This design comes from an exercise in tuning for small area on the open sky130 flow, not from production work. Only simulation tests tie the RTL to the original design; equivalence was not proved. No activity file was given, so power comes from the tool's default toggle rates.

File: config.mk
export PLATFORM = sky130hd
export DESIGN_NAME = elevator
export DESIGN_NICKNAME = elevator
export VERILOG_FILES = /design/flow/design.v
export SDC_FILE = /design/flow/constraint.sdc
export NUM_CORES = 4
export LEC_CHECK = 0
export CAP_MARGIN = 20
export CORE_MARGIN = 2
export CORE_UTILIZATION = 40
export PLACE_DENSITY = 0.6
export SLEW_MARGIN = 20
File: constraint.sdc
create_clock -name core_clock -period 10.0 [get_ports {clk}]
set_input_delay 2.0000 -clock core_clock [delete_from_list [all_inputs] [get_ports {clk}]]
set_output_delay 2.0000 -clock core_clock [all_outputs]
set_load 0.01 [all_outputs]
File: design.v
module frequency_divider(clk_1KHz,rst,col,en_100Hz,en2,en2_dd);
	input clk_1KHz,rst;
	input [3:0] col;
	output en_100Hz,en2,en2_dd;
	reg [2:0] a, b;
	wire a4 = (a==3'd4);
	assign en_100Hz = a4 && col[0];                          
	assign en2      = a4 && (b==3'd4) && (col[1:0]==2'd0);   
	assign en2_dd   = (a==3'd1) && (b==3'd0) && (col[1:0]==2'd2);  
	always @ (posedge clk_1KHz)
		if (!rst) begin a<=3'd0; b<=3'd0; end
		else if (a4) begin
			a<=3'd0;
			b<=(b==3'd4) ? 3'd0 : b+1'b1;
		end
		else a<=a+1'b1;
endmodule
module keyboard_shake(clk,rst_n,en,F_IN,F_OUT);
input clk,rst_n,en,F_IN;
output F_OUT;
reg [1:0]state;
assign F_OUT = !(state[1] && !state[0]);
always @ (posedge clk)
begin
	if (!rst_n) state<=2'b00;
	else if (en)
	begin
		if (F_IN == 1'b0) state<={state[1]|state[0], !state[1]};
		else state<=2'b00;
	end
end
endmodule
module floor(Fin_1up,Fin_2up,Fin_3up,Fin_2dn,Fin_3dn,Fin_4dn,
Fin_1,Fin_2,Fin_3,Fin_4,clk_1KHz,rst_n,c_floor,drc,Fout_1up,Fout_2up,Fout_3up,Fout_2dn,Fout_3dn,Fout_4dn,
Fout_1,Fout_2,Fout_3,Fout_4,arrival,door,lock,err,full);
input lock,err,full;
input Fin_1up,Fin_2up,Fin_3up;
input Fin_2dn,Fin_3dn,Fin_4dn;
input Fin_1,Fin_2,Fin_3,Fin_4;
input clk_1KHz,rst_n;
input [1:0]c_floor,drc;
output Fout_1up,Fout_2up,Fout_3up,Fout_2dn,Fout_3dn,Fout_4dn,Fout_1,Fout_2,Fout_3,Fout_4;
output reg arrival,door;
reg [2:0] up_n;
reg [3:1] dn_n;
reg [3:0] car_n;
assign {Fout_3up,Fout_2up,Fout_1up} = up_n;
assign {Fout_4dn,Fout_3dn,Fout_2dn} = dn_n;
assign {Fout_4,Fout_3,Fout_2,Fout_1} = car_n;
wire [2:0] kup = ~{Fin_3up,Fin_2up,Fin_1up};
wire [3:1] kdn = ~{Fin_4dn,Fin_3dn,Fin_2dn};
wire [3:0] kcar = ~{Fin_4,Fin_3,Fin_2,Fin_1};
localparam [12:0] X0 = 13'd586;
reg [12:0] x;
reg c0_open;
wire x_1000 = x[0] & !x[2] & !x[5] & !x[6] & !x[7] & !x[8] & !x[9];                             
wire x_5000 = !x[0] & x[1] & x[3] & !x[4] & x[5] & !x[6] & x[8] & !x[9] & !x[11] & !x[12];  
wire [12:0] x_next = {x[11:0], !(x[12]^x[9])};
localparam [9:0] K0 = 10'd761;
reg [9:0] cnt_k [0:3];
wire [3:0] expd;  
genvar g;
generate for (g=0; g<4; g=g+1) begin : ck
	wire low9 = &cnt_k[g][8:0];
	assign expd[g] = low9 & cnt_k[g][9];
	always @ (posedge clk_1KHz)
		if (!rst_n) cnt_k[g] <= K0;
		else if (!err) begin
			if (!kcar[g]) cnt_k[g] <= K0;
			else cnt_k[g] <= {cnt_k[g][8:0], !(cnt_k[g][9]^cnt_k[g][6]) | low9};
		end
end endgenerate
wire [3:0] at = 4'b0001 << c_floor;
wire [2:0] sup = at[2:0] & {3{drc!=2'b10}};
wire [3:1] sdn = at[3:1] & {3{drc!=2'b01}};
wire [3:0] scar = at;
wire any_s = |(sup & ~up_n) | |(sdn & ~dn_n) | |(scar & ~car_n);
wire car_here = |(at & ~car_n);
wire c0_run = !(c0_open && x_5000);
reg [2:0] clr_up_hi, clr_up_lo;
reg [3:1] clr_dn_hi, clr_dn_lo;
reg [3:0] clr_car_hi, clr_car_lo;  
reg cond;
always @*
begin
	clr_up_hi = 0; clr_up_lo = 0; clr_dn_hi = 0; clr_dn_lo = 0; clr_car_hi = 0; clr_car_lo = 0;
	cond = lock || drc==2'b00 || !arrival;
	if (full) begin
		clr_car_lo = (lock && car_here) ? at : 4'b0;
		clr_car_hi = (!arrival && c0_run && car_here) ? at : 4'b0;
	end else if (cond) begin
		if (arrival) begin
			if (any_s) begin clr_up_lo = sup; clr_dn_lo = sdn; clr_car_lo = scar; end
		end else if (c0_run && any_s) begin
			clr_up_hi = sup; clr_dn_hi = sdn; clr_car_hi = scar;
		end
	end
end
wire match = full ? car_here : any_s;
always @ (posedge clk_1KHz)
begin
if (!rst_n)
	begin
	up_n<=3'b111; dn_n<=3'b111; car_n<=4'b1111;
	arrival<=1; door<=1; x<=X0; c0_open<=0;
	end
else if (err)
	begin
	up_n<=3'b111; dn_n<=3'b111; car_n<=4'b1110;
	if (c_floor==2'b00) door<=0; else begin arrival<=1; door<=1; end
	end
else
	begin
	up_n <= clr_up_hi | (~kup & (up_n | clr_up_lo));
	dn_n <= clr_dn_hi | (~kdn & (dn_n | clr_dn_lo));
	car_n <= clr_car_hi | (kcar & expd) | (~kcar & (car_n | clr_car_lo));
	if (!arrival) begin
		if (c0_run) begin
			if ((match && c0_open) || (!c0_open && x_1000)) begin x <= X0; c0_open <= 1; end
			else x <= x_next;
			if (!match && c0_open) door <= 0;
		end else begin
			door <= 1; arrival <= 1; x <= X0; c0_open <= 0;
		end
	end else if (full ? (lock && car_here) : (cond && any_s))
		arrival <= 0;
	end
end
endmodule
module state(Fin_1up,Fin_2up,Fin_3up,Fin_2dn,Fin_3dn,Fin_4dn,Fin_1,Fin_2,Fin_3,Fin_4,clk_1KHz,rst_n,c_floor,drc,t_floor,full,arrival);
input full,arrival;
input Fin_1up,Fin_2up,Fin_3up;
input Fin_2dn,Fin_3dn,Fin_4dn;
input Fin_1,Fin_2,Fin_3,Fin_4;
input [1:0]c_floor;
input clk_1KHz,rst_n;
output reg [1:0]drc; 
output reg [1:0]t_floor; 
wire [3:0] car = ~{Fin_4,Fin_3,Fin_2,Fin_1};
wire [3:0] hall = ~{Fin_4dn, Fin_3dn|Fin_3up, Fin_2dn|Fin_2up, Fin_1up} & 4'b1111;
wire [3:0] hall_n = {Fin_4dn, Fin_3dn&Fin_3up, Fin_2dn&Fin_2up, Fin_1up};
wire [3:0] req = full ? car : (car | ~hall_n);
reg [1:0] idle_drc;
always @*
begin
	idle_drc = 2'b00;
	if (full)
		case (c_floor)
		2'b00: idle_drc = (car[3]|car[2]|car[1]) ? 2'b01 : 2'b00;
		2'b01: idle_drc = (car[3]|car[2]) ? 2'b01 : car[1] ? 2'b00 : car[0] ? 2'b10 : 2'b00;
		2'b10: idle_drc = car[3] ? 2'b01 : car[2] ? 2'b00 : (car[1]|car[0]) ? 2'b10 : 2'b00;
		default: idle_drc = car[3] ? 2'b00 : (car[2]|car[1]|car[0]) ? 2'b10 : 2'b00;
		endcase
	else
		case (c_floor)
		2'b00: idle_drc = (car[3]|car[2]|car[1]) ? 2'b01 : car[0] ? 2'b00 :
		                  (!Fin_1up|!Fin_2up|!Fin_3up|!Fin_2dn|!Fin_3dn|!Fin_4dn) ? 2'b01 : 2'b00;
		2'b01: idle_drc = (car[3]|car[2]) ? 2'b01 : car[1] ? 2'b00 : car[0] ? 2'b10 :
		                  (!Fin_4dn|!Fin_3dn) ? 2'b01 : !Fin_2dn ? 2'b10 : (!Fin_3up|!Fin_2up) ? 2'b01 :
		                  !Fin_1up ? 2'b10 : 2'b00;
		2'b10: idle_drc = car[3] ? 2'b01 : car[2] ? 2'b00 : (car[1]|car[0]) ? 2'b10 :
		                  !Fin_4dn ? 2'b01 : (!Fin_3dn|!Fin_2dn) ? 2'b10 : !Fin_3up ? 2'b01 :
		                  (!Fin_2up|!Fin_1up) ? 2'b10 : 2'b00;
		default: idle_drc = car[3] ? 2'b00 :
		                  (car[2]|car[1]|car[0]|!Fin_1up|!Fin_2up|!Fin_3up|!Fin_2dn|!Fin_3dn|!Fin_4dn) ? 2'b10 : 2'b00;
		endcase
end
reg [1:0] up_t, dn_t;
reg up_any, dn_any;
always @*
begin
	case (c_floor)
	2'b00: begin up_any = |req[3:1]; up_t = req[1] ? 2'd1 : req[2] ? 2'd2 : 2'd3; end
	2'b01: begin up_any = |req[3:2]; up_t = req[2] ? 2'd2 : 2'd3; end
	2'b10: begin up_any = req[3]; up_t = 2'd3; end
	default: begin up_any = 1'b0; up_t = 2'd3; end
	endcase
	case (c_floor)
	2'b11: begin dn_any = |req[2:0]; dn_t = req[2] ? 2'd2 : req[1] ? 2'd1 : 2'd0; end
	2'b10: begin dn_any = |req[1:0]; dn_t = req[1] ? 2'd1 : 2'd0; end
	2'b01: begin dn_any = req[0]; dn_t = 2'd0; end
	default: begin dn_any = 1'b0; dn_t = 2'd0; end
	endcase
end
always @ (posedge clk_1KHz)
begin
if (!rst_n) begin drc<=2'b00; t_floor<=2'b00; end
else case (drc)
	2'b00: drc <= idle_drc;
	2'b01: if (up_any) t_floor <= up_t;
	       else begin t_floor <= c_floor; if (full || arrival) drc <= 2'b00; end
	2'b10: if (dn_any) t_floor <= dn_t;
	       else begin t_floor <= c_floor; if (full || arrival) drc <= 2'b00; end
	default: drc <= 2'b00;
	endcase
end
endmodule
module motor_12(t_floor,clk_1KHz,rst_n,arrival,c_floor,lock,c_floor_delay,c_floor_dd);
input [1:0]t_floor;
output reg [1:0]c_floor;
output lock;
output reg [1:0]c_floor_delay;
output reg [1:0]c_floor_dd;
input clk_1KHz,rst_n,arrival;
localparam [11:0] S = 12'd3967;
reg [11:0]cnt_3;
wire run = arrival && (c_floor!=t_floor);
wire t_end = cnt_3[0] & !cnt_3[2] & cnt_3[3] & cnt_3[4] & !cnt_3[5] & cnt_3[6] & cnt_3[8] & !cnt_3[9] & !cnt_3[10];
wire step = run && t_end;
always @ (posedge clk_1KHz)
begin
if (!rst_n) cnt_3<=S;
else if (run && !t_end) cnt_3<={cnt_3[10:0], !(cnt_3[11]^cnt_3[10])};
else cnt_3<=S;
end
always @ (posedge clk_1KHz)
	begin
	if (!rst_n) c_floor<=2'b00;
	else if (step)
	begin
	if (c_floor<t_floor)c_floor<=c_floor+1'b1;
	else c_floor<=c_floor-1'b1;
	end
	end
assign lock = (c_floor_delay!=c_floor_dd);
always @ (posedge clk_1KHz)
begin
	if (!rst_n) begin c_floor_delay<=2'b00; c_floor_dd<=2'b00; end
	else begin
	c_floor_delay <= c_floor;
	c_floor_dd <= c_floor_delay;
	end
end
endmodule
module dot_matrix_ev(Fin_1up,Fin_2up,Fin_3up,Fin_2dn,Fin_3dn,Fin_4dn,Fin_1,Fin_2,Fin_3,Fin_4,drc,clk,rst_n,row,col,door,c_floor_dd,err,en2,en2_dd);
input door,err,en2,en2_dd;
input Fin_1up,Fin_2up,Fin_3up;
input Fin_2dn,Fin_3dn,Fin_4dn;
input Fin_1,Fin_2,Fin_3,Fin_4;
input [1:0]drc,c_floor_dd;
input clk,rst_n;
output reg [15:0] row;
output reg [3:0] col;
reg rst_d;           
reg [1:0] m_d,m_dd;  
reg [1:0] cnt_d;     
reg door_s;          
reg [9:0] lamps;     
wire [1:0] m = err ? 2'd3 : drc;
always @(posedge clk)
begin
	rst_d <= !rst_n;
	m_d <= m;
	m_dd <= m_d;
	if (en2) door_s <= door;
end
always @(posedge clk)
begin
	if (!rst_n) begin lamps<=10'b0; cnt_d<=2'b00; end
	else begin
	if (en2) lamps<={!Fin_4dn,!Fin_3up,!Fin_3dn,!Fin_2up,!Fin_2dn,!Fin_1up,!Fin_4,!Fin_3,!Fin_2,!Fin_1};
	if (en2_dd) begin
	if (door_s==0)
		case (cnt_d)
		2'b00:cnt_d<=2'b01;
		2'b01:cnt_d<=2'b10;
		default:cnt_d<=2'b11;
		endcase
	else
		case (cnt_d)
		2'b11:cnt_d<=2'b10;
		2'b10:cnt_d<=2'b01;
		default:cnt_d<=2'b00;
		endcase
	end
	end
end
always @(posedge clk)
	if (!rst_n) col<=4'b1111;
	else col<=col+1'b1;
reg [7:0] sym, dig;
reg open;
wire [3:0] c = col - 1'b1;  
always @*
begin
	case ({m_dd, c[2:0]})
	5'b00_000,5'b00_001,5'b00_010,5'b00_011,5'b00_100,5'b00_101: sym=8'b0001_1000;
	5'b01_000: sym=8'b0001_0000; 5'b01_001: sym=8'b0010_0000; 5'b01_010: sym=8'b0100_0000;
	5'b01_011: sym=8'b1111_1111; 5'b01_100: sym=8'b0100_0000; 5'b01_101: sym=8'b0010_0000;
	5'b01_110: sym=8'b0001_0000;
	5'b10_000: sym=8'b0000_1000; 5'b10_001: sym=8'b0000_0100; 5'b10_010: sym=8'b0000_0010;
	5'b10_011: sym=8'b1111_1111; 5'b10_100: sym=8'b0000_0010; 5'b10_101: sym=8'b0000_0100;
	5'b10_110: sym=8'b0000_1000;
	5'b11_000: sym=8'b0100_0010; 5'b11_001: sym=8'b0010_0100; 5'b11_010: sym=8'b0001_1000;
	5'b11_011: sym=8'b0001_1000; 5'b11_100: sym=8'b0010_0100; 5'b11_101: sym=8'b0100_0010;
	5'b11_110: sym=8'b1000_0001;
	default: sym=8'b0000_0000;
	endcase
	case ({c_floor_dd, c[2:0]})
	5'b00_001: dig=8'b0010_0010; 5'b00_010: dig=8'b0111_1110; 5'b00_011: dig=8'b0000_0010;
	5'b01_001: dig=8'b0010_0010; 5'b01_010: dig=8'b0100_0110; 5'b01_011: dig=8'b0100_1010;
	5'b01_100: dig=8'b0101_0010; 5'b01_101: dig=8'b0010_0010;
	5'b10_001: dig=8'b0010_0010; 5'b10_010: dig=8'b0100_0001; 5'b10_011: dig=8'b0100_1001;
	5'b10_100: dig=8'b0100_1001; 5'b10_101: dig=8'b0011_0110;
	5'b11_000: dig=8'b0000_0100; 5'b11_001: dig=8'b0000_1100; 5'b11_010: dig=8'b0001_0100;
	5'b11_011: dig=8'b0010_0100; 5'b11_100: dig=8'b0111_1111; 5'b11_101: dig=8'b0000_0100;
	default: dig=8'b0000_0000;
	endcase
	case (cnt_d)
	2'b00: open = 1'b0;
	2'b01: open = (c==4'd10)||(c==4'd11);
	2'b10: open = (c>=4'd9)&&(c<=4'd12);
	default: open = (c>=4'd8)&&(c<=4'd13);
	endcase
	if (col==4'd0) row = {2'b00,lamps[9:4],4'b0000,lamps[3:0]};
	else if (col==4'd15) row = {16{!rst_d}};
	else if (col[3]) row = {1'b1,{14{!open}},1'b1};
	else row = {dig,sym};
end
endmodule
module elevator(
  input  clk,
  input  rst_n,
  input  Fin_1up, Fin_2up, Fin_3up,
  input  Fin_2dn, Fin_3dn, Fin_4dn,
  input  Fin_1, Fin_2, Fin_3, Fin_4,
  input  full,
  input  err,
  output [15:0] row,
  output [3:0]  col,
  output [1:0]  c_floor,
  output [1:0]  drc,
  output        door,
  output [9:0]  req_n
);
  wire en_100Hz, en2, en2_dd;
  wire [1:0] c_floor_delay, c_floor_dd;
  wire [9:0] key_n;
  wire [1:0] t_floor;
  wire lock, arrival;
  wire Fout_1up, Fout_2up, Fout_3up, Fout_2dn, Fout_3dn, Fout_4dn, Fout_1, Fout_2, Fout_3, Fout_4;
  frequency_divider inst13(.clk_1KHz(clk), .rst(rst_n), .col(col), .en_100Hz(en_100Hz), .en2(en2), .en2_dd(en2_dd));
  keyboard_shake sh0(.clk(clk), .rst_n(rst_n), .en(en_100Hz), .F_IN(Fin_1up), .F_OUT(key_n[0]));
  keyboard_shake sh1(.clk(clk), .rst_n(rst_n), .en(en_100Hz), .F_IN(Fin_2up), .F_OUT(key_n[1]));
  keyboard_shake sh2(.clk(clk), .rst_n(rst_n), .en(en_100Hz), .F_IN(Fin_3up), .F_OUT(key_n[2]));
  keyboard_shake sh3(.clk(clk), .rst_n(rst_n), .en(en_100Hz), .F_IN(Fin_2dn), .F_OUT(key_n[3]));
  keyboard_shake sh4(.clk(clk), .rst_n(rst_n), .en(en_100Hz), .F_IN(Fin_3dn), .F_OUT(key_n[4]));
  keyboard_shake sh5(.clk(clk), .rst_n(rst_n), .en(en_100Hz), .F_IN(Fin_4dn), .F_OUT(key_n[5]));
  keyboard_shake sh6(.clk(clk), .rst_n(rst_n), .en(en_100Hz), .F_IN(Fin_1),   .F_OUT(key_n[6]));
  keyboard_shake sh7(.clk(clk), .rst_n(rst_n), .en(en_100Hz), .F_IN(Fin_2),   .F_OUT(key_n[7]));
  keyboard_shake sh8(.clk(clk), .rst_n(rst_n), .en(en_100Hz), .F_IN(Fin_3),   .F_OUT(key_n[8]));
  keyboard_shake sh9(.clk(clk), .rst_n(rst_n), .en(en_100Hz), .F_IN(Fin_4),   .F_OUT(key_n[9]));
  floor inst(.Fin_1up(key_n[0]), .Fin_2up(key_n[1]), .Fin_3up(key_n[2]),
             .Fin_2dn(key_n[3]), .Fin_3dn(key_n[4]), .Fin_4dn(key_n[5]),
             .Fin_1(key_n[6]), .Fin_2(key_n[7]), .Fin_3(key_n[8]), .Fin_4(key_n[9]),
             .clk_1KHz(clk), .rst_n(rst_n), .c_floor(c_floor), .drc(drc),
             .Fout_1up(Fout_1up), .Fout_2up(Fout_2up), .Fout_3up(Fout_3up),
             .Fout_2dn(Fout_2dn), .Fout_3dn(Fout_3dn), .Fout_4dn(Fout_4dn),
             .Fout_1(Fout_1), .Fout_2(Fout_2), .Fout_3(Fout_3), .Fout_4(Fout_4),
             .arrival(arrival), .door(door), .lock(lock), .err(err), .full(full));
  state inst2(.Fin_1up(Fout_1up), .Fin_2up(Fout_2up), .Fin_3up(Fout_3up),
              .Fin_2dn(Fout_2dn), .Fin_3dn(Fout_3dn), .Fin_4dn(Fout_4dn),
              .Fin_1(Fout_1), .Fin_2(Fout_2), .Fin_3(Fout_3), .Fin_4(Fout_4),
              .clk_1KHz(clk), .rst_n(rst_n), .c_floor(c_floor), .drc(drc), .t_floor(t_floor),
              .full(full), .arrival(arrival));
  motor_12 inst1(.t_floor(t_floor), .clk_1KHz(clk), .rst_n(rst_n), .arrival(arrival),
                 .c_floor(c_floor), .lock(lock),
                 .c_floor_delay(c_floor_delay), .c_floor_dd(c_floor_dd));
  dot_matrix_ev inst4(.Fin_1up(Fout_1up), .Fin_2up(Fout_2up), .Fin_3up(Fout_3up),
                      .Fin_2dn(Fout_2dn), .Fin_3dn(Fout_3dn), .Fin_4dn(Fout_4dn),
                      .Fin_1(Fout_1), .Fin_2(Fout_2), .Fin_3(Fout_3), .Fin_4(Fout_4),
                      .drc(drc), .clk(clk), .rst_n(rst_n), .row(row), .col(col),
                      .door(door), .c_floor_dd(c_floor_dd), .err(err), .en2(en2), .en2_dd(en2_dd));
  assign req_n = {Fout_4, Fout_3, Fout_2, Fout_1, Fout_4dn, Fout_3dn, Fout_2dn, Fout_3up, Fout_2up, Fout_1up};
endmodule
File: run.sh
#!/bin/bash
# synth_recipe.tcl (not shown) runs the flow's synth.tcl, then flattens the netlist and writes it again
# the make line also repeats each setting of config.mk as NAME=value (left out here)
make -C /OpenROAD-flow-scripts/flow DESIGN_CONFIG=/design/flow/config.mk WORK_HOME=/design/flow/orfs CLKGATE_MAP_FILE= SYNTH_SCRIPT=/design/flow/synth_recipe.tcl finish
==> results of run 1 <==
[layer usage]
metal | vias to the layer above | GRT usage [%] | wire, µm
met5 | - | 0 | 0
met4 | 0 | 9.94 | 481
met3 | 34 | 4.13 | 959
met2 | 195 | 34.0 | 8440
met1 | 2868 | 25.3 | 7960
li1 | 2939 | - | -
[sequential cells by signal, summed over array words and instances (netlist names), 3 cells and up]
register / count
inst.car_n: 4
inst.dn_n: 3
inst.x: 13
inst13.b: 3
inst.up_n: 3
inst4.col: 4
inst.cnt_k: 40
inst13.a: 3
inst4.lamps: 10
inst1.cnt_3: 12
[critical path, cell delays in order, from the launching register on]
cell and delay (ps):
dfxtp_1 530, inv_1 160, ha_1 320, xor2_1 720, o21ai_0 230, a32o_1 280
a21bo_1 350, a31oi_1 240, clkdlybuf4s50_1 550
[final timing paths]
path | end | startpoint
setup / recovery | row[8] | inst4.col[0]
hold / removal | inst4.m_dd[1] | inst4.m_d[1]
setup reg to reg | inst.x[1] | inst1.c_floor[0]
hold reg to reg | inst4.m_dd[1] | inst4.m_d[1]
[report_power, final]
part / switching, W / leakage, nW / total (W) / internal [W]
Sequential: 0.0000146 / 1.10 / 0.000565 / 0.000550
Clock: 0.000241 / 0.296 / 0.000638 / 0.000398
Combinational: 0.0000922 / 1.44 / 0.000168 / 0.0000762
[cells in the final DEF (no fill, tap or decap), types with 6 or more instances in the layout]
master,synthesis,final
a31oi_1,6,6
nand2_1,71,71
o21ai_0,36,36
a22o_1,6,6
nand2b_1,19,19
nor3_1,18,18
o211ai_1,7,7
nand3_1,44,44
nor2_1,60,60
a32o_1,6,6
mux2i_1,8,8
or2_2,12,12
a21oi_1,64,64
inv_1,29,29
clkdlybuf4s50_1,0,48
ha_1,21,21
clkbuf_16,0,18
xnor2_1,6,6
a211oi_1,23,23
o22a_1,26,26
nor2b_1,9,9
xor2_1,8,8
nand4_1,11,11
dfxtp_1,135,135
o31ai_1,6,6
[cells by family after synthesis]
family / after synthesis / share of synthesized area (%)
adders and majority gates: 21 / 3.86
xor gates and xnor gates: 15 / 2.04
buffers and inverters: 91 / 5.95
muxes: 8 / 1.18
and+or+nand+nor: 287 / 21.2
DFF: 136 / 40.1
AOI/OAI and AO/OA: 243 / 25.7
[cell type report]
cell class,count,area [µm²],share of cell area [%]
Multi-Input combinational cell,574,3670,46.3
Tap cell,220,275,3.47
Timing Repair Buffer,53,518,6.53
Inverter,31,116,1.47
Clock buffer,20,478,6.03
Sequential cell,136,2730,34.4
Clock inverter,12,139,1.75
[metrics by stage]
step           area (µm²)  hold slack [ps]  total power (W)
3_5_place_dp         7320              322         0.000744
2_1_floorplan        6810              310         0.000676
4_1_cts              7930              336          0.00139
6_report             7930              337          0.00137
5_1_grt              7930              349          0.00143
3_3_place_gp         7320              314         0.000742
==> qor.yml, run 1 <==
yosysTopAreaCellShare_pct: 39.7
fin_ws_ps: 4190
grt_pass1_vias: 5984
synth_most_common_cell: "dfxtp_1"
grt_max_degree: 56
dp.cells: 1014
status: "finished clean"
fp.dieArea_um2: 18100
n_antenna_cell: 0
cp-start-kind: "flip-flop"
crit_required_ps: 8000
yosysWarnings: 7
start_util_pct: 40.9
cts_tree: "done"
cts-root-buf: "clkbuf_16"
async_reset_ff_share_pct: 0
drv_slew: 0
synth_top_area_cell: "dfxtp_1"
hold_viol_final: 0
routed_via_density: 5.77
ff2ff_setup_slack_ps: 7420
tightest_slew_ps: 923
antenna_found_initial: 0
synthTopCellsByArea: "dfxtp_1 40%, a21oi_1 4.7%, nand2_1 3.9%, ha_1 3.9%, o22a_1 3.3%"
fin_worst_skew_ps: 6.46
chipWidth_um: 134
clockBufferDepth: 2
final.period_utilization_pct: 58.1
synthCells: 801
seq_area_frac_synth_pct: 40.1
setup_viol: 0
synth_commonest_cells: "135 x dfxtp_1, 71 x nand2_1, 64 x a21oi_1"
clk_pin_slew_worst_paths_ps: 60
grt_setup_unrepaired: "false"
clkSinkCount: 136
setup.worst_path.end_class: "output pin"
numCtsBuffers: 17
die_h_um: 134
critPathMaxFanout: 14
ys.flop_type: "dfxtp_1"
critPathArrivalTime_ps: 3810
drc: 0
postRouteAntennaNets: 0
fmax_mhz: 172
dr.pass1.iters: 6
yosys.cell_types.count: 80
finalSetupTns_ps: 0
grt_pass1_wl_mm: 29.6
leakagePower_nw: 2.84
drt_iter0_markers: 415
io_buffer_count: 48
place_ws_ps: 4640
overflow: 0
drive_above_1_share_pct: 7.63
ctsHoldBuffers: 0
reg2reg_depth: 6
ys_ff_latch: 136
peakVddDrop_uv: 120
hold_path_class: "reg -> reg"
synth_area_um2: 6810
wl_mm: 17.8
synth_fp_nets: 836
dpl.hpwl_mm: 12.8
htreeDepth: 4
grt_util_all_layers_pct: 20.4
stdcell_count: 1046
nNetsFinal: 848
place_congestion: 0.896
hold_depth: 0
nFillCells: 1605
cellPowerDensity_nw_per_um2: 173
fin_util_pct: 47.7
postCtsSetupBuffers: 0
pin_count: 49
setup.worst_path.class: "reg -> out"
synth.avg_cell_area_um2: 8.50
syn_to_final_growth_pct: 16.5
row_count: 47
post_drt_wl_per_cell_um: 17.1
period_minus_slack_ps: 5810
maxSlewHeadroom_pct: 38.3
clk_latency_ps: 430
vias: 6036
synth-edff-count: 1
maxCapViolCount: 0
coreArea_um2: 16600
ctsResizeCount: 0
==> inputs of run 2 (changes only) <==
--- a/design.v
+++ b/design.v
@@ -3,17 +3,26 @@
 	input [3:0] col;
 	output en_100Hz,en2,en2_dd;
 	reg [2:0] a, b;
+	function [2:0] inc5;  
+		input [2:0] v;
+		case (v)
+		3'd0: inc5 = 3'd1;
+		3'd1: inc5 = 3'd2;
+		3'd2: inc5 = 3'd3;
+		3'd3: inc5 = 3'd4;
+		default: inc5 = 3'd0;
+		endcase
+	endfunction
 	wire a4 = (a==3'd4);
 	assign en_100Hz = a4 && col[0];                          
 	assign en2      = a4 && (b==3'd4) && (col[1:0]==2'd0);   
 	assign en2_dd   = (a==3'd1) && (b==3'd0) && (col[1:0]==2'd2);  
 	always @ (posedge clk_1KHz)
 		if (!rst) begin a<=3'd0; b<=3'd0; end
-		else if (a4) begin
-			a<=3'd0;
-			b<=(b==3'd4) ? 3'd0 : b+1'b1;
+		else begin
+			a<=inc5(a);
+			if (a4) b<=inc5(b);
 		end
-		else a<=a+1'b1;
 endmodule
 module keyboard_shake(clk,rst_n,en,F_IN,F_OUT);
 input clk,rst_n,en,F_IN;
@@ -137,56 +146,26 @@
 output reg [1:0]drc; 
 output reg [1:0]t_floor; 
 wire [3:0] car = ~{Fin_4,Fin_3,Fin_2,Fin_1};
-wire [3:0] hall = ~{Fin_4dn, Fin_3dn|Fin_3up, Fin_2dn|Fin_2up, Fin_1up} & 4'b1111;
-wire [3:0] hall_n = {Fin_4dn, Fin_3dn&Fin_3up, Fin_2dn&Fin_2up, Fin_1up};
-wire [3:0] req = full ? car : (car | ~hall_n);
-reg [1:0] idle_drc;
-always @*
-begin
-	idle_drc = 2'b00;
-	if (full)
-		case (c_floor)
-		2'b00: idle_drc = (car[3]|car[2]|car[1]) ? 2'b01 : 2'b00;
-		2'b01: idle_drc = (car[3]|car[2]) ? 2'b01 : car[1] ? 2'b00 : car[0] ? 2'b10 : 2'b00;
-		2'b10: idle_drc = car[3] ? 2'b01 : car[2] ? 2'b00 : (car[1]|car[0]) ? 2'b10 : 2'b00;
-		default: idle_drc = car[3] ? 2'b00 : (car[2]|car[1]|car[0]) ? 2'b10 : 2'b00;
-		endcase
-	else
-		case (c_floor)
-		2'b00: idle_drc = (car[3]|car[2]|car[1]) ? 2'b01 : car[0] ? 2'b00 :
-		                  (!Fin_1up|!Fin_2up|!Fin_3up|!Fin_2dn|!Fin_3dn|!Fin_4dn) ? 2'b01 : 2'b00;
-		2'b01: idle_drc = (car[3]|car[2]) ? 2'b01 : car[1] ? 2'b00 : car[0] ? 2'b10 :
-		                  (!Fin_4dn|!Fin_3dn) ? 2'b01 : !Fin_2dn ? 2'b10 : (!Fin_3up|!Fin_2up) ? 2'b01 :
-		                  !Fin_1up ? 2'b10 : 2'b00;
-		2'b10: idle_drc = car[3] ? 2'b01 : car[2] ? 2'b00 : (car[1]|car[0]) ? 2'b10 :
-		                  !Fin_4dn ? 2'b01 : (!Fin_3dn|!Fin_2dn) ? 2'b10 : !Fin_3up ? 2'b01 :
-		                  (!Fin_2up|!Fin_1up) ? 2'b10 : 2'b00;
-		default: idle_drc = car[3] ? 2'b00 :
-		                  (car[2]|car[1]|car[0]|!Fin_1up|!Fin_2up|!Fin_3up|!Fin_2dn|!Fin_3dn|!Fin_4dn) ? 2'b10 : 2'b00;
-		endcase
-end
-reg [1:0] up_t, dn_t;
-reg up_any, dn_any;
-always @*
-begin
-	case (c_floor)
-	2'b00: begin up_any = |req[3:1]; up_t = req[1] ? 2'd1 : req[2] ? 2'd2 : 2'd3; end
-	2'b01: begin up_any = |req[3:2]; up_t = req[2] ? 2'd2 : 2'd3; end
-	2'b10: begin up_any = req[3]; up_t = 2'd3; end
-	default: begin up_any = 1'b0; up_t = 2'd3; end
-	endcase
-	case (c_floor)
-	2'b11: begin dn_any = |req[2:0]; dn_t = req[2] ? 2'd2 : req[1] ? 2'd1 : 2'd0; end
-	2'b10: begin dn_any = |req[1:0]; dn_t = req[1] ? 2'd1 : 2'd0; end
-	2'b01: begin dn_any = req[0]; dn_t = 2'd0; end
-	default: begin dn_any = 1'b0; dn_t = 2'd0; end
-	endcase
-end
+wire [3:0] hup = full ? 4'b0 : ~{1'b1,Fin_3up,Fin_2up,Fin_1up};
+wire [3:0] hdn = full ? 4'b0 : ~{Fin_4dn,Fin_3dn,Fin_2dn,1'b1};
+wire [3:0] req = car | hup | hdn;
+wire [3:0] at = 4'b0001 << c_floor;
+wire [3:0] above = {at[2]|at[1]|at[0], at[1]|at[0], at[0], 1'b0};
+wire [3:0] below = {1'b0, at[3], at[3]|at[2], at[3]|at[2]|at[1]};
+wire car_a = |(car & above), car_h = |(car & at), car_b = |(car & below);
+wire dn_a = |(hdn & above), dn_hb = |(hdn & ~above);
+wire up_ha = |(hup & ~below), up_b = |(hup & below);
+wire go_up = car_a | (!car_h & !car_b & (dn_a | (!dn_hb & up_ha)));
+wire go_dn = !car_a & !car_h & (car_b | (!dn_a & (dn_hb | (!up_ha & up_b))));
+wire [3:0] ra = req & above, rb = req & below;
+wire up_any = |ra, dn_any = |rb;
+wire [1:0] up_t = ra[1] ? 2'd1 : ra[2] ? 2'd2 : 2'd3;
+wire [1:0] dn_t = rb[2] ? 2'd2 : rb[1] ? 2'd1 : 2'd0;
 always @ (posedge clk_1KHz)
 begin
 if (!rst_n) begin drc<=2'b00; t_floor<=2'b00; end
 else case (drc)
-	2'b00: drc <= idle_drc;
+	2'b00: drc <= {go_dn, go_up};
 	2'b01: if (up_any) t_floor <= up_t;
 	       else begin t_floor <= c_floor; if (full || arrival) drc <= 2'b00; end
 	2'b10: if (dn_any) t_floor <= dn_t;
@@ -218,8 +197,8 @@
 	if (!rst_n) c_floor<=2'b00;
 	else if (step)
 	begin
-	if (c_floor<t_floor)c_floor<=c_floor+1'b1;
-	else c_floor<=c_floor-1'b1;
+	if (c_floor<t_floor) c_floor<={c_floor[1]^c_floor[0], !c_floor[0]};
+	else c_floor<={c_floor[1]^!c_floor[0], !c_floor[0]};
 	end
 	end
 assign lock = (c_floor_delay!=c_floor_dd);
@@ -277,44 +256,37 @@
 end
 always @(posedge clk)
 	if (!rst_n) col<=4'b1111;
-	else col<=col+1'b1;
-reg [7:0] sym, dig;
-reg open;
-wire [3:0] c = col - 1'b1;  
+	else col<={col[3]^(&col[2:0]), col[2]^(&col[1:0]), col[1]^col[0], !col[0]};
+wire [7:0] c_is = 8'b1 << col[2:0];
+wire [3:0] m_is = 4'b1 << m_dd;
+wire [3:0] f_is = 4'b1 << c_floor_dd;
+wire [7:0] sym;
+assign sym[0] = (m_is[1] & (c_is[4])) | (m_is[2] & (c_is[4])) | (m_is[3] & (c_is[7]));
+assign sym[1] = (m_is[1] & (c_is[4])) | (m_is[2] & (c_is[3] | c_is[4] | c_is[5])) | (m_is[3] & (c_is[1] | c_is[6]));
+assign sym[2] = (m_is[1] & (c_is[4])) | (m_is[2] & (c_is[2] | c_is[4] | c_is[6])) | (m_is[3] & (c_is[2] | c_is[5]));
+assign sym[3] = (m_is[0] & (c_is[1] | c_is[2] | c_is[3] | c_is[4] | c_is[5] | c_is[6])) | (m_is[1] & (c_is[4])) | (m_is[2] & (c_is[1] | c_is[4] | c_is[7])) | (m_is[3] & (c_is[3] | c_is[4]));
+assign sym[4] = (m_is[0] & (c_is[1] | c_is[2] | c_is[3] | c_is[4] | c_is[5] | c_is[6])) | (m_is[1] & (c_is[1] | c_is[4] | c_is[7])) | (m_is[2] & (c_is[4])) | (m_is[3] & (c_is[3] | c_is[4]));
+assign sym[5] = (m_is[1] & (c_is[2] | c_is[4] | c_is[6])) | (m_is[2] & (c_is[4])) | (m_is[3] & (c_is[2] | c_is[5]));
+assign sym[6] = (m_is[1] & (c_is[3] | c_is[4] | c_is[5])) | (m_is[2] & (c_is[4])) | (m_is[3] & (c_is[1] | c_is[6]));
+assign sym[7] = (m_is[1] & (c_is[4])) | (m_is[2] & (c_is[4])) | (m_is[3] & (c_is[7]));
+wire [7:0] dig;
+assign dig[0] = (f_is[2] & (c_is[3] | c_is[4] | c_is[5])) | (f_is[3] & (c_is[5]));
+assign dig[1] = (f_is[0] & (c_is[2] | c_is[3] | c_is[4])) | (f_is[1] & (c_is[2] | c_is[3] | c_is[4] | c_is[5] | c_is[6])) | (f_is[2] & (c_is[2] | c_is[6])) | (f_is[3] & (c_is[5]));
+assign dig[2] = (f_is[0] & (c_is[3])) | (f_is[1] & (c_is[3])) | (f_is[2] & (c_is[6])) | (f_is[3] & (c_is[1] | c_is[2] | c_is[3] | c_is[4] | c_is[5] | c_is[6]));
+assign dig[3] = (f_is[0] & (c_is[3])) | (f_is[1] & (c_is[4])) | (f_is[2] & (c_is[4] | c_is[5])) | (f_is[3] & (c_is[2] | c_is[5]));
+assign dig[4] = (f_is[0] & (c_is[3])) | (f_is[1] & (c_is[5])) | (f_is[2] & (c_is[6])) | (f_is[3] & (c_is[3] | c_is[5]));
+assign dig[5] = (f_is[0] & (c_is[2] | c_is[3])) | (f_is[1] & (c_is[2] | c_is[6])) | (f_is[2] & (c_is[2] | c_is[6])) | (f_is[3] & (c_is[4] | c_is[5]));
+assign dig[6] = (f_is[0] & (c_is[3])) | (f_is[1] & (c_is[3] | c_is[4] | c_is[5])) | (f_is[2] & (c_is[3] | c_is[4] | c_is[5])) | (f_is[3] & (c_is[5]));
+assign dig[7] = 1'b0;
+wire [1:0] d = col[2] ? ~col[1:0] : col[1:0];
+wire open = (d[1] & cnt_d[1]) | ((d[1] | cnt_d[1]) & d[0] & cnt_d[0]);
+wire lit = !rst_d;           
+wire mid = lit & !open;
+wire c0 = (col[2:0]==3'd0);  
 always @*
 begin
-	case ({m_dd, c[2:0]})
-	5'b00_000,5'b00_001,5'b00_010,5'b00_011,5'b00_100,5'b00_101: sym=8'b0001_1000;
-	5'b01_000: sym=8'b0001_0000; 5'b01_001: sym=8'b0010_0000; 5'b01_010: sym=8'b0100_0000;
-	5'b01_011: sym=8'b1111_1111; 5'b01_100: sym=8'b0100_0000; 5'b01_101: sym=8'b0010_0000;
-	5'b01_110: sym=8'b0001_0000;
-	5'b10_000: sym=8'b0000_1000; 5'b10_001: sym=8'b0000_0100; 5'b10_010: sym=8'b0000_0010;
-	5'b10_011: sym=8'b1111_1111; 5'b10_100: sym=8'b0000_0010; 5'b10_101: sym=8'b0000_0100;
-	5'b10_110: sym=8'b0000_1000;
-	5'b11_000: sym=8'b0100_0010; 5'b11_001: sym=8'b0010_0100; 5'b11_010: sym=8'b0001_1000;
-	5'b11_011: sym=8'b0001_1000; 5'b11_100: sym=8'b0010_0100; 5'b11_101: sym=8'b0100_0010;
-	5'b11_110: sym=8'b1000_0001;
-	default: sym=8'b0000_0000;
-	endcase
-	case ({c_floor_dd, c[2:0]})
-	5'b00_001: dig=8'b0010_0010; 5'b00_010: dig=8'b0111_1110; 5'b00_011: dig=8'b0000_0010;
-	5'b01_001: dig=8'b0010_0010; 5'b01_010: dig=8'b0100_0110; 5'b01_011: dig=8'b0100_1010;
-	5'b01_100: dig=8'b0101_0010; 5'b01_101: dig=8'b0010_0010;
-	5'b10_001: dig=8'b0010_0010; 5'b10_010: dig=8'b0100_0001; 5'b10_011: dig=8'b0100_1001;
-	5'b10_100: dig=8'b0100_1001; 5'b10_101: dig=8'b0011_0110;
-	5'b11_000: dig=8'b0000_0100; 5'b11_001: dig=8'b0000_1100; 5'b11_010: dig=8'b0001_0100;
-	5'b11_011: dig=8'b0010_0100; 5'b11_100: dig=8'b0111_1111; 5'b11_101: dig=8'b0000_0100;
-	default: dig=8'b0000_0000;
-	endcase
-	case (cnt_d)
-	2'b00: open = 1'b0;
-	2'b01: open = (c==4'd10)||(c==4'd11);
-	2'b10: open = (c>=4'd9)&&(c<=4'd12);
-	default: open = (c>=4'd8)&&(c<=4'd13);
-	endcase
-	if (col==4'd0) row = {2'b00,lamps[9:4],4'b0000,lamps[3:0]};
-	else if (col==4'd15) row = {16{!rst_d}};
-	else if (col[3]) row = {1'b1,{14{!open}},1'b1};
+	if (col[3]) row = {lit,{14{mid}},lit};
+	else if (c0) row = {2'b00,lamps[9:4],4'b0000,lamps[3:0]};
 	else row = {dig,sym};
 end
 endmodule
--- a/config.mk
+++ b/config.mk
@@ -7,6 +7,7 @@
 export LEC_CHECK = 0
 export CAP_MARGIN = 20
 export CORE_MARGIN = 2
-export CORE_UTILIZATION = 40
-export PLACE_DENSITY = 0.6
+export CORE_UTILIZATION = 70
+export CTS_BUF_LIST = sky130_fd_sc_hd__clkbuf_4 sky130_fd_sc_hd__clkbuf_8
+export PLACE_DENSITY = 0.8
 export SLEW_MARGIN = 20
==> run 2 against run 1 <==
  * Total power shrank 16%
  * Clock power shrank 28%
  * Cell area shrank 8.7%
  * Sequential share of layout area grew 3.3 points
  * Die area shrank 45%
  * Flip-flop and latch count is the same
  * Global-route usage grew 14 points
  * Synthesized cell count shrank 1.9%
  * Critical path depth shrank 1
  * Still clean on timing, DRC and antenna
  * Hold slack lost 6.7 ps
  * Via count grew 1.5%
==> qor.yml, run 2 <==
met2_usage_pct: 56.7  # +23 points
synthTopCellsByArea: "dfxtp_1 42%, nor2_1 5.7%, a21oi_1 5.6%, nand2_1 3.4%, o22a_1 3.3%"
synth_most_common_cell: "dfxtp_1"
clkSinkCount: 136  # unchanged
fp.dieArea_um2: 9960  # -45%
use_met3_pct: 7.45  # +3.3 points
yosys.cell_types.count: 64  # -20%
chipWidth_um: 99.8  # -26%
vias: 6125  # +1.5%
hold_viol_final: 0  # unchanged
largest_reg_flops: 40  # unchanged
stdcell_count: 924  # -12%
clockBufferDepth: 2  # unchanged
setup.worst_path.class: "reg -> out"
postCtsSetupBuffers: 0  # unchanged
yosysTopAreaCellShare_pct: 42.1  # +2.4 points
status: "finished clean"
coreArea_um2: 8810  # -47%
fmax_mhz: 180  # +4.4%
die_h_um: 99.8  # -26%
ys.flop_type: "dfxtp_1"
nNetsFinal: 828  # -2.4%
setup.worst_path.end_class: "output pin"
fin_util_pct: 82.2  # +35 points
antenna_found_initial: 0  # unchanged
hold_path_class: "reg -> reg"
crit_family: "buffers and inverters"
row_count: 34  # -28%
leakagePower_nw: 2.64  # -7.1%
async_reset_ff_share_pct: 0  # unchanged
ys_ff_latch: 136  # unchanged
setup_viol: 0  # unchanged
cts_tree: "done"
grt_setup_unrepaired: "false"
drt_iter0_markers: 673  # +62%
final_cell_mix: "135 x dfxtp_1, 98 x nor2_1, 72 x a21oi_1"
pin_count: 49  # unchanged
synthCells: 786  # -1.9%
final_common_cell: "dfxtp_1"
postRouteAntennaNets: 0  # unchanged
seq_area_frac_synth_pct: 42.5  # +2.4 points
synth_area_um2: 6430  # -5.7%
fin_worst_skew_ps: 18.1  # +11.6 ps
critical_path.max_stage_delay_ps: 890  # +170 ps
nFillCells: 547  # -66%
dp.cells: 892  # -12%
critPathMaxFanout: 25  # +11
synth_fp_nets: 811  # -3.0%
start_util_pct: 73.0  # +32 points
numCtsBuffers: 17  # unchanged
clk_pin_slew_worst_paths_ps: 80  # +20 ps
synth_top_area_cell: "dfxtp_1"
ctsHoldBuffers: 0  # unchanged
met1_usage_pct: 44.2  # +19 points
n_antenna_cell: 0  # unchanged
ctsResizeCount: 0  # unchanged
crit_required_ps: 8000  # about the same
finalSetupTns_ps: 0  # unchanged
period_minus_slack_ps: 5560  # -244 ps
io_buffer_count: 48  # unchanged
syn_to_final_growth_pct: 12.7
htreeDepth: 4  # unchanged
place_congestion: 0.921  # +2.8%
grt_pass1_wl_mm: 27.8  # -5.8%
peakVddDrop_uv: 110  # -8.0%
path_common_cell: "a21oi_1"
final.period_utilization_pct: 55.6  # -2.4 points
yosysWarnings: 7  # unchanged
cp-start-kind: "flip-flop"
clk_latency_ps: 450  # +20 ps
top_usage_layer: "met2"
post_drt_wl_per_cell_um: 18.5  # +8.1%
drc: 0  # unchanged
critPathArrivalTime_ps: 3560  # -250 ps
cp_cell_sequence: "clkinv_1 > ha_1 > a21oi_1 > a21oi_1 > a2111oi_0 > o31ai_1 > clkdlybuf4s50_1"
overflow: 0  # unchanged
cellPowerDensity_nw_per_um2: 160  # -7.7%
critPathBufInv: 2  # unchanged
drv_slew: 0  # unchanged
maxCapViolCount: 0  # unchanged
synth-edff-count: 1  # unchanged
routed_via_density: 6.63  # +15%
top_regs: "inst.cnt_k: 40 flops, inst.x: 13 flops, inst1.cnt_3: 12 flops"
largest-register: "inst.cnt_k"
synth.avg_cell_area_um2: 8.18  # -3.9%
grt_max_degree: 63  # +13%
drive_above_1_share_pct: 6.99  # -0.64 points
maxSlewHeadroom_pct: 33.1  # -5.2 points
cts-root-buf: "clkbuf_8"
crit_path_top_delay_cell: "dfxtp_1"
synth_commonest_cells: "135 x dfxtp_1, 98 x nor2_1, 72 x a21oi_1"
grt_pass1_vias: 5829  # -2.6%
dr.pass1.iters: 6  # unchanged
dpl.hpwl_mm: 11.3  # -12%
tightest_slew_ps: 1000  # +77.0 ps
grt_util_all_layers_pct: 34.6  # +14 points
wl_mm: 17.1  # -4.5%
[run 2: stage by stage]
step / hold slack [ps] / power (W) / area [µm²] / worst slack, ps
final: 331 / 0.00116 / 7240 / 4440
after CTS: 332 / 0.00115 / 7240 / 4480
after floorplan: 310 / 0.000651 / 6430 / 6270
after detailed placement: 314 / 0.000706 / 6840 / 4980
after global routing: 334 / 0.00119 / 7240 / 4250
after global placement: 311 / 0.000702 / 6840 / 5010
[run 2: power by group]
part | total [W] | internal, W | switching, W
clock network | 0.000459 | 0.000215 | 0.000244
registers | 0.000568 | 0.000549 | 0.0000186
logic | 0.000129 | 0.0000590 | 0.0000696
[run 2: path summary, 6_finish.rpt]
path | endpoint | slack (ps) | cells after the start | startpoint
min | inst4.m_dd[0] | 330 | 0 | inst4.m_d[0]
min reg2reg | inst4.m_dd[0] | 330 | 0 | inst4.m_d[0]
max reg2reg | inst.car_n[2] | 7520 | 8 | inst2.drc[0]
max | row[10] | 4440 | 7 | inst4.col[2]
[run 2: worst register-to-register path, cell delays in order (launching register included)]
cell and delay (ps):
dfxtp_1 430, inv_1 90, ha_1 340, or2_2 340
o32a_1 230, a31oi_1 230, nor2_1 90, nor3_1 470
a211o_1 220
[run 2: kinds of logic (layout without fill, tap and decap cells)]
group                      count (synthesis)  in the layout  synth area share (%)
muxes                                      5              5                 0.974
AOI/OAI and AO/OA                        237            237                  24.5
buffers and inverters                     87            117                  5.76
DFF                                      136            136                  42.5
adders and majority gates                 11             11                  2.14
and+or+nand+nor                          294            294                  21.9
xor gates and xnor gates                  16             16                  2.18
[run 2: final cells by class]
cell class	instances	area [µm²]	share of cell area, %
Inverter	32	120	1.66
Clock buffer	18	248	3.42
Tap cell	108	135	1.87
Sequential cell	136	2730	37.7
Timing Repair Buffer	53	518	7.15
Multi-Input combinational cell	563	3330	46.1
Clock inverter	14	153	2.11
[run 2: layer usage]
metal,wire (µm),up-vias
li1,-,2854
met1,6740,2808
met2,8050,402
met3,1710,61
met4,553,0
met5,0,-
==> inputs of run 3 (changes only) <==
--- a/config.mk
+++ b/config.mk
@@ -8,6 +8,6 @@
 export CAP_MARGIN = 20
 export CORE_MARGIN = 2
 export CORE_UTILIZATION = 70
-export CTS_BUF_LIST = sky130_fd_sc_hd__clkbuf_4 sky130_fd_sc_hd__clkbuf_8
+export CTS_BUF_LIST = sky130_fd_sc_hd__clkbuf_8
 export PLACE_DENSITY = 0.8
 export SLEW_MARGIN = 20
==> run 3 against run 2 <==
  * Still clean on timing, DRC and antenna
  * Via count did not move
  * Combinational power barely moved
  * Register-to-register slack about the same
  * Clock skew did not move
  * Count of clock-buffer cells in the layout stayed put
  * Flip-flop and latch count is the same
  * Critical path depth is the same
  * Clock power is essentially flat
  * Worst setup slack stayed put
  * Total power unchanged
  * Sequential share of layout area unchanged
  * Largest cell class unchanged
==> qor.yml, run 3 <==
hold_slack_ps: 331  # unchanged
grt_pass1_vias: 5829  # unchanged
postRouteAntennaNets: 0  # unchanged
drv_slew: 0  # unchanged
clk_pin_slew_worst_paths_ps: 80  # about the same
peakVddDrop_uv: 110  # unchanged
multiInputGateArea_um2: 3330  # unchanged
place_ws_ps: 4980  # unchanged
setup.worst_path.class: "reg -> out"
clk_latency_ps: 450  # about the same
critPathMaxFanout: 25  # unchanged
dr.pass1.iters: 6  # unchanged
grt_pass1_wl_mm: 27.8  # unchanged
seq_area_frac_synth_pct: 42.5  # unchanged
async_reset_ff_share_pct: 0  # unchanged
cts-root-buf: "clkbuf_8"
cts_tree: "done"
top_regs: "inst.cnt_k: 40 flops, inst.x: 13 flops, inst1.cnt_3: 12 flops"
clockBufferDepth: 2  # unchanged
numCtsBuffers: 17  # unchanged
ys.flop_type: "dfxtp_1"
tightest_slew_ps: 1000  # unchanged
yosysTopAreaCellShare_pct: 42.1  # unchanged
cellPowerDensity_nw_per_um2: 160  # unchanged
fp.dieArea_um2: 9960  # unchanged
dpl.hpwl_mm: 11.3  # unchanged
leakagePower_nw: 2.64  # unchanged
critPathArrivalTime_ps: 3560  # about the same
coreArea_um2: 8810  # unchanged
drt_iter0_markers: 673  # unchanged
yosysWarnings: 7  # unchanged
nNetsFinal: 828  # unchanged
finalSetupTns_ps: 0  # unchanged
ff2ff_setup_slack_ps: 7520  # about the same
maxCapViolCount: 0  # unchanged
grt_setup_unrepaired: "false"
vias: 6125  # unchanged
hold_viol_final: 0  # unchanged
ctsHoldBuffers: 0  # unchanged
crit_path_top_delay_cell: "dfxtp_1"
clkSinkCount: 136  # unchanged
fin_worst_skew_ps: 18.1  # unchanged
crit_required_ps: 8000  # about the same
post_drt_wl_per_cell_um: 18.5  # unchanged
n_antenna_cell: 0  # unchanged
period_minus_slack_ps: 5560  # unchanged
maxSlewHeadroom_pct: 33.1  # unchanged
critical_path.max_stage_delay_ps: 890  # about the same
start_util_pct: 73.0  # unchanged
synth_area_um2: 6430  # unchanged
status: "finished clean"
grt_util_all_layers_pct: 34.6  # unchanged
synth.avg_cell_area_um2: 8.18  # unchanged
postCtsSetupBuffers: 0  # unchanged
yosys.cell_types.count: 64  # unchanged
largest_reg_flops: 40  # unchanged
path_common_cell: "a21oi_1"
io_buffer_count: 48  # unchanged
ctsResizeCount: 0  # unchanged
synthTopCellsByArea: "dfxtp_1 42%, nor2_1 5.7%, a21oi_1 5.6%, nand2_1 3.4%, o22a_1 3.3%"
final_cell_mix: "135 x dfxtp_1, 98 x nor2_1, 72 x a21oi_1"
htreeDepth: 4  # unchanged
synthCells: 786  # unchanged
antenna_found_initial: 0  # unchanged
synth_commonest_cells: "135 x dfxtp_1, 98 x nor2_1, 72 x a21oi_1"
seq_area_um2: 2730  # unchanged
setup_viol: 0  # unchanged
cp_cell_sequence: "clkinv_1 > ha_1 > a21oi_1 > a21oi_1 > a2111oi_0 > o31ai_1 > clkdlybuf4s50_1"
largest-register: "inst.cnt_k"
drive_above_1_share_pct: 6.99  # unchanged
setup.worst_path.end_class: "output pin"
cp-start-kind: "flip-flop"
place_congestion: 0.921  # unchanged
ys_ff_latch: 136  # unchanged
hold_path_class: "reg -> reg"
wl_mm: 17.1  # unchanged
fmax_mhz: 180  # unchanged
routed_via_density: 6.63  # unchanged
synth_fp_nets: 811  # unchanged
fin_total_pwr_w: 0.00116  # unchanged
overflow: 0  # unchanged
die_h_um: 99.8  # unchanged
final.period_utilization_pct: 55.6  # unchanged
final_common_cell: "dfxtp_1"
drc: 0  # unchanged
synth-edff-count: 1  # unchanged
synth_top_area_cell: "dfxtp_1"
nFillCells: 547  # unchanged
synth_most_common_cell: "dfxtp_1"
grt_max_degree: 63  # unchanged
row_count: 34  # unchanged
pin_count: 49  # unchanged
fin_ws_ps: 4440  # unchanged
syn_to_final_growth_pct: 12.7  # unchanged
chipWidth_um: 99.8  # unchanged
-- run 3: cell type report --
| cell class | instances | share of cell area, % |
|---|---|---|
| tap | 108 | 1.87 |
| clock buffer | 18 | 3.42 |
| sequential | 136 | 37.7 |
| multi-input combinational | 563 | 46.1 |
| timing repair buffer | 53 | 7.15 |
| clock inverter | 14 | 2.11 |
| inverter | 32 | 1.66 |
-- run 3: kinds of logic after synthesis --
family	count (synthesis)	share of synthesized area, %
simple gates	294	21.9
mux	5	0.974
flops	136	42.5
xor+xnor	16	2.18
buf+inv	87	5.76
compound gates	237	24.5
fa+ha+maj	11	2.14
-- run 3: where the power goes --
part	internal (W)	leakage [nW]	switching, W
Sequential	0.000549	1.10	0.0000186
Clock	0.000215	0.208	0.000244
Combinational	0.0000590	1.33	0.0000696
-- run 3: worst paths after layout --
check | startpoint | to | depth (start not counted)
worst max-delay path | inst4.col[2] | row[10] | 7
worst min-delay path | inst4.m_d[0] | inst4.m_dd[0] | 0
worst max register to register | inst2.drc[0] | inst.car_n[2] | 8
worst min register to register | inst4.m_d[0] | inst4.m_dd[0] | 0
-- run 3: stage by stage --
stage | instances | instance area [µm²] | utilization [%]
floorplan | 786 | 6430 | -
global placement | 892 | 6840 | 77.6
detailed placement | 892 | 6840 | 77.6
CTS | 924 | 7240 | 82.2
global route | 924 | 7240 | 82.2
finish | 924 | 7240 | 82.2
-- run 3: worst max-delay path, delay by kind of cell (launching register included) --
kind	cells	cell delay, ps
DFF	1	890
adders and majority gates	1	380
buffers and inverters	2	980
AOI/OAI and AO/OA	4	880
-- run 3: per-layer routing --
layer | global-route usage (%) | up-vias | part of all wire, %
li1 | - | 2854 | -
met1 | 44.2 | 2808 | 40
met2 | 56.7 | 402 | 47
met3 | 7.45 | 61 | 10
met4 | 15.5 | 0 | 3.2
met5 | 0 | - | 0
==> inputs of run 4 (changes only) <==
==> flow/run.sh (new file) <==
#!/bin/bash
# Own layout flow: the standard layout (standard.sh, unchanged synthesis)
# with three changes to how the layout is made:
#  - the port buffers are buf_1 cells (buffer_ports -buffer_cell),
#  - after floorplanning every combinational cell is set to its smallest drive
#    strength (flow/downsize.tcl); repair_design sizes up what needs it,
#  - clock tree synthesis without dummy loads, on the buffers listed below.
set -euo pipefail
here=$(pwd)
export BUFFER_PORTS_ARGS="-buffer_cell sky130_fd_sc_hd__buf_1"
export POST_FLOORPLAN_TCL="$here/flow/downsize.tcl"
export CTS_ARGS="-sink_clustering_enable -repair_clock_nets -dont_use_dummy_load -buf_list {${CTS_BUFS:-sky130_fd_sc_hd__clkbuf_8}}"
bash standard.sh > "$here/standard.log" 2>&1
==> flow/downsize.tcl (new file) <==
# Give every combinational cell the smallest drive strength of its kind (same
# function, same base name); repair_design later sizes up what needs it.
set block [ord::get_db_block]
set db [ord::get_db]
set dont_use {}
if { [info exists ::env(DONT_USE_CELLS)] } { set dont_use $::env(DONT_USE_CELLS) }
proc ds_usable { name dont_use } {
  foreach p $dont_use { if { [string match $p $name] } { return 0 } }
  return 1
}
set n 0
set saved 0.0
foreach inst [$block getInsts] {
  set m [$inst getMaster]
  set name [$m getName]
  if { [$m getType] ne "CORE" } { continue }
  if { ![regexp {^(sky130_fd_sc_hd__[a-z0-9]+)_([0-9]+)$} $name -> base drive] } { continue }
  if { [regexp {^sky130_fd_sc_hd__(df|edf|sdf|dl|tap|fill|decap|conb|clk)} $name] } { continue }
  set best $m
  set barea [expr { [$m getWidth] * [$m getHeight] }]
  foreach d {0 1 2 3 4 6 8 12 16} {
    set cn ${base}_$d
    if { $cn eq $name } { continue }
    set cm [$db findMaster $cn]
    if { $cm eq "NULL" || $cm eq "" } { continue }
    if { ![ds_usable $cn $dont_use] } { continue }
    if { [sta::find_liberty_cell $cn] eq "" } { continue }
    set a [expr { [$cm getWidth] * [$cm getHeight] }]
    if { $a < $barea } { set best $cm; set barea $a }
  }
  if { $best ne $m } {
    set saved [expr { $saved + ([$m getWidth] * [$m getHeight] - $barea) / 1e6 }]
    replace_cell [$inst getName] [$best getName]
    incr n
  }
}
puts "downsize: $n cells made smaller, [format %.1f $saved] um2 saved"
==> standard.sh (new file) <==
#!/bin/bash
# synth_recipe.tcl (not shown) runs the flow's synth.tcl, then flattens the netlist and writes it again
# the make line also repeats each setting of config.mk as NAME=value (left out here)
make -C /OpenROAD-flow-scripts/flow DESIGN_CONFIG=/design/flow/config.mk WORK_HOME=/design/flow/orfs CLKGATE_MAP_FILE= SYNTH_SCRIPT=/design/flow/synth_recipe.tcl "${@:-finish}"
--- a/config.mk
+++ b/config.mk
@@ -8,6 +8,5 @@
 export CAP_MARGIN = 20
 export CORE_MARGIN = 2
 export CORE_UTILIZATION = 70
-export CTS_BUF_LIST = sky130_fd_sc_hd__clkbuf_8
 export PLACE_DENSITY = 0.8
 export SLEW_MARGIN = 20
removed: run.sh
==> run 4 against run 3 <==
  * Via count shrank 3.2%
  * Critical path type unchanged
  * Highest routed layer unchanged
  * Register-to-register slack lost 250 ps
  * Core utilization shrank 5.4 points
==> qor.yml, run 4 <==
peakVddDrop_uv: 133  # +21%
antenna_found_initial: 0  # unchanged
r2r_start: "inst1.c_floor[1]"
grt_util_all_layers_pct: 31.1  # -3.5 points
top_regs: "inst.cnt_k: 40 flops, inst.x: 13 flops, inst1.cnt_3: 12 flops"
setup.worst_path.class: "reg -> out"
vias: 5930  # -3.2%
die_h_um: 99.8  # unchanged
drive_above_1_share_pct: 5.12  # -1.9 points
fmax_mhz: 193  # +7.2%
postRouteAntennaNets: 0  # unchanged
overflow: 0  # unchanged
cp-start-kind: "flip-flop"
final.period_utilization_pct: 51.9  # -3.7 points
yosys.cell_types.count: 64  # unchanged
chipWidth_um: 99.8  # unchanged
io_buffer_count: 48  # unchanged
cp_cell_sequence: "clkinv_1 > ha_1 > inv_1 > nor2_1 > nand2b_1 > o211ai_1 > a221oi_1 > o31ai_1 > buf_1"
htreeDepth: 4  # unchanged
grt_pass1_wl_mm: 25.2  # -9.4%
grt_max_degree: 64  # +1.6%
ff2ff_setup_slack_ps: 7270  # -250 ps
cts-root-buf: "clkbuf_8"
drt_iter0_markers: 406  # -40%
nNetsFinal: 828  # unchanged
ctsResizeCount: 0  # unchanged
post_drt_wl_per_cell_um: 17.1  # -7.5%
synthTopCellsByArea: "dfxtp_1 42%, nor2_1 5.7%, a21oi_1 5.6%, nand2_1 3.4%, o22a_1 3.3%"
place_ws_ps: 5330  # +351 ps
tightest_slew_ps: 1030  # +29.8 ps
cp.depth: 9  # +2
crit_required_ps: 8000  # about the same
synth_fp_nets: 811  # unchanged
synth_most_common_cell: "dfxtp_1"
clk_latency_ps: 430  # -20 ps
setup.worst_path.end_class: "output pin"
hold_depth: 0  # unchanged
drv_slew: 0  # unchanged
clockBufferDepth: 2  # unchanged
r2r-end: "inst2.drc[1]"
largest-register: "inst.cnt_k"
grt_pass1_vias: 5582  # -4.2%
wl_mm: 15.5  # -9.0%
async_reset_ff_share_pct: 0  # unchanged
synth.avg_cell_area_um2: 8.18  # unchanged
nFillCells: 674  # +23%
synth_commonest_cells: "135 x dfxtp_1, 98 x nor2_1, 72 x a21oi_1"
dpl.hpwl_mm: 10.5  # -6.6%
stdcell_count: 909  # -1.6%
cts_tree: "done"
synth-edff-count: 1  # unchanged
critical_path.max_stage_delay_ps: 880  # about the same
numCtsBuffers: 17  # unchanged
critPathMaxFanout: 25  # unchanged
period_minus_slack_ps: 5190  # -373 ps
yosysWarnings: 7  # unchanged
maxCapViolCount: 0  # unchanged
n_antenna_cell: 0  # unchanged
pin_count: 49  # unchanged
seq_area_frac_synth_pct: 42.5  # unchanged
maxSlewHeadroom_pct: 31.1  # -2.0 points
yosysTopAreaCellShare_pct: 42.1  # unchanged
postCtsSetupBuffers: 0  # unchanged
finalInstanceArea_um2: 6770  # -6.5%
status: "finished clean"
setup_viol: 0  # unchanged
grt_setup_unrepaired: "false"
finalSetupTns_ps: 0  # unchanged
routed_via_density: 6.52  # -1.6%
fin_ws_ps: 4810  # +373 ps
syn_to_final_growth_pct: 5.30
ys.flop_type: "dfxtp_1"
fp.dieArea_um2: 9960  # unchanged
synthCells: 786  # unchanged
fin_worst_skew_ps: 37.7  # +19.6 ps
reg2reg_depth: 6  # -2
clk_pin_slew_worst_paths_ps: 60  # -20 ps
crit_family: "flip-flops"
row_count: 34  # unchanged
min_from: "inst4.m_d[0]"
start_util_pct: 73.0  # unchanged
final_cell_mix: "135 x dfxtp_1, 98 x nor2_1, 72 x a21oi_1"
dr.pass1.iters: 6  # unchanged
coreArea_um2: 8810  # unchanged
hold_path_end: "inst4.m_dd[0]"
leakagePower_nw: 2.41  # -8.6%
ys_ff_latch: 136  # unchanged
hold_path_class: "reg -> reg"
dp.cells: 892  # unchanged
hold_viol_final: 0  # unchanged
crit_path_top_delay_cell: "dfxtp_1"
synth_area_um2: 6430  # unchanged
final_common_cell: "dfxtp_1"
place_congestion: 0.951  # +3.2%
cellPowerDensity_nw_per_um2: 147  # -7.8%
critPathBufInv: 3  # +1
drc: 0  # unchanged
fin_total_pwr_w: 0.000995  # -14%
clkSinkCount: 136  # unchanged
synth_top_area_cell: "dfxtp_1"
place_area_um2: 6530  # -4.5%
critPathArrivalTime_ps: 3190  # -370 ps
largest_reg_flops: 40  # unchanged
ctsHoldBuffers: 0  # unchanged
-- run 4: per-stage QoR --
| stage | util, % | hold WS, ps |
|---|---|---|
| after global routing | 76.8 | 341 |
| final | 76.8 | 336 |
| after CTS | 76.8 | 339 |
| after global placement | 74.1 | 313 |
| after floorplan | - | 310 |
| after detailed placement | 74.1 | 316 |
-- run 4: area by class of cell --
type / count / area (µm²) / share of cell area [%]
well taps: 108 / 135 / 2.00
multi-input cells: 563 / 3330 / 49.2
repair buffers: 53 / 218 / 3.22
clock buffers: 17 / 234 / 3.46
inverters: 32 / 120 / 1.78
flip-flops and latches: 136 / 2730 / 40.4
-- run 4: worst max-delay path by stage --
stage	from	endpoint	slack [ps]
floorplan	inst4.col[0]	row[9]	6270
global placement	inst4.col[2]	row[10]	5420
detailed placement	inst4.col[2]	row[9]	5330
CTS	inst4.col[2]	row[9]	4890
global route	inst4.col[2]	row[9]	4640
finish	inst4.col[2]	row[9]	4810
-- run 4: metal layers --
metal  GRT usage, %  wire (µm)  share of wire (%)
met1           37.5       6400                 41
met2           53.1       7600                 49
met3           6.62       1070                6.9
met4           15.0        446                2.9
met5              0          0                  0
-- run 4: kinds of logic (layout without fill, tap and decap cells) --
logic type | after synthesis | after routing | share of synthesized area, %
AO/OA/AOI/OAI | 237 | 237 | 24.5
XOR/XNOR | 16 | 16 | 2.18
adder cells (fa/ha/maj) | 11 | 11 | 2.14
buffers and inverters | 87 | 102 | 5.76
flip-flops | 136 | 136 | 42.5
multiplexers | 5 | 5 | 0.974
AND/OR/NAND/NOR | 294 | 294 | 21.9
-- run 4: worst register-to-register path: cells and delay by family, from the launching register on --
family           cells  cell delay (ps)
AND/OR/NAND/NOR      3             1080
flip-flops           1              960
AO/OA/AOI/OAI        3              610
-- run 4: report_power, final --
part	leakage (nW)	total, W	internal, W	switching [W]
Combinational	1.18	0.000105	0.0000372	0.0000683
Sequential	1.10	0.000568	0.000550	0.0000181
Clock	0.122	0.000322	0.000149	0.000173

[static timing again, ports no longer ideal]
The results above use ideal ports. As a check the final layouts listed here were re-extracted and re-timed, cells and wires unchanged. Step 1 (the two cells are an assumption about what drives the block):
set clk [get_ports {clk}]
set_driving_cell -lib_cell sky130_fd_sc_hd__clkbuf_16 $clk
set_driving_cell -lib_cell sky130_fd_sc_hd__buf_2 [delete_from_list [all_inputs] $clk]
Step 2 times the ports against the registers' clock, not the clock port: input delays grow and output delays shrink by t, the midpoint of the rising clock arrivals with the driver on. Three values: ideal, step 1, step 2; two values: the first two.
| run | t, ns | setup WS [ns] | worst hold slack (ns) | clock arrival spread, ns |
|---|---|---|---|---|
| run 1 | 0.463 | 4.192 / 4.152 / 4.615 | 0.337 / 0.337 / 0.337 | 0.006 / 0.007 |
| run 2 | 0.473 | 4.436 / 4.402 / 4.875 | 0.331 / 0.331 / 0.331 | 0.020 / 0.019 |
| run 3 | 0.473 | 4.436 / 4.402 / 4.875 | 0.331 / 0.331 / 0.331 | 0.020 / 0.019 |
| run 4 | 0.450 | 4.809 / 4.775 / 5.224 | 0.336 / 0.336 / 0.336 | 0.043 / 0.043 |
After both steps setup and hold are still met in every run listed.
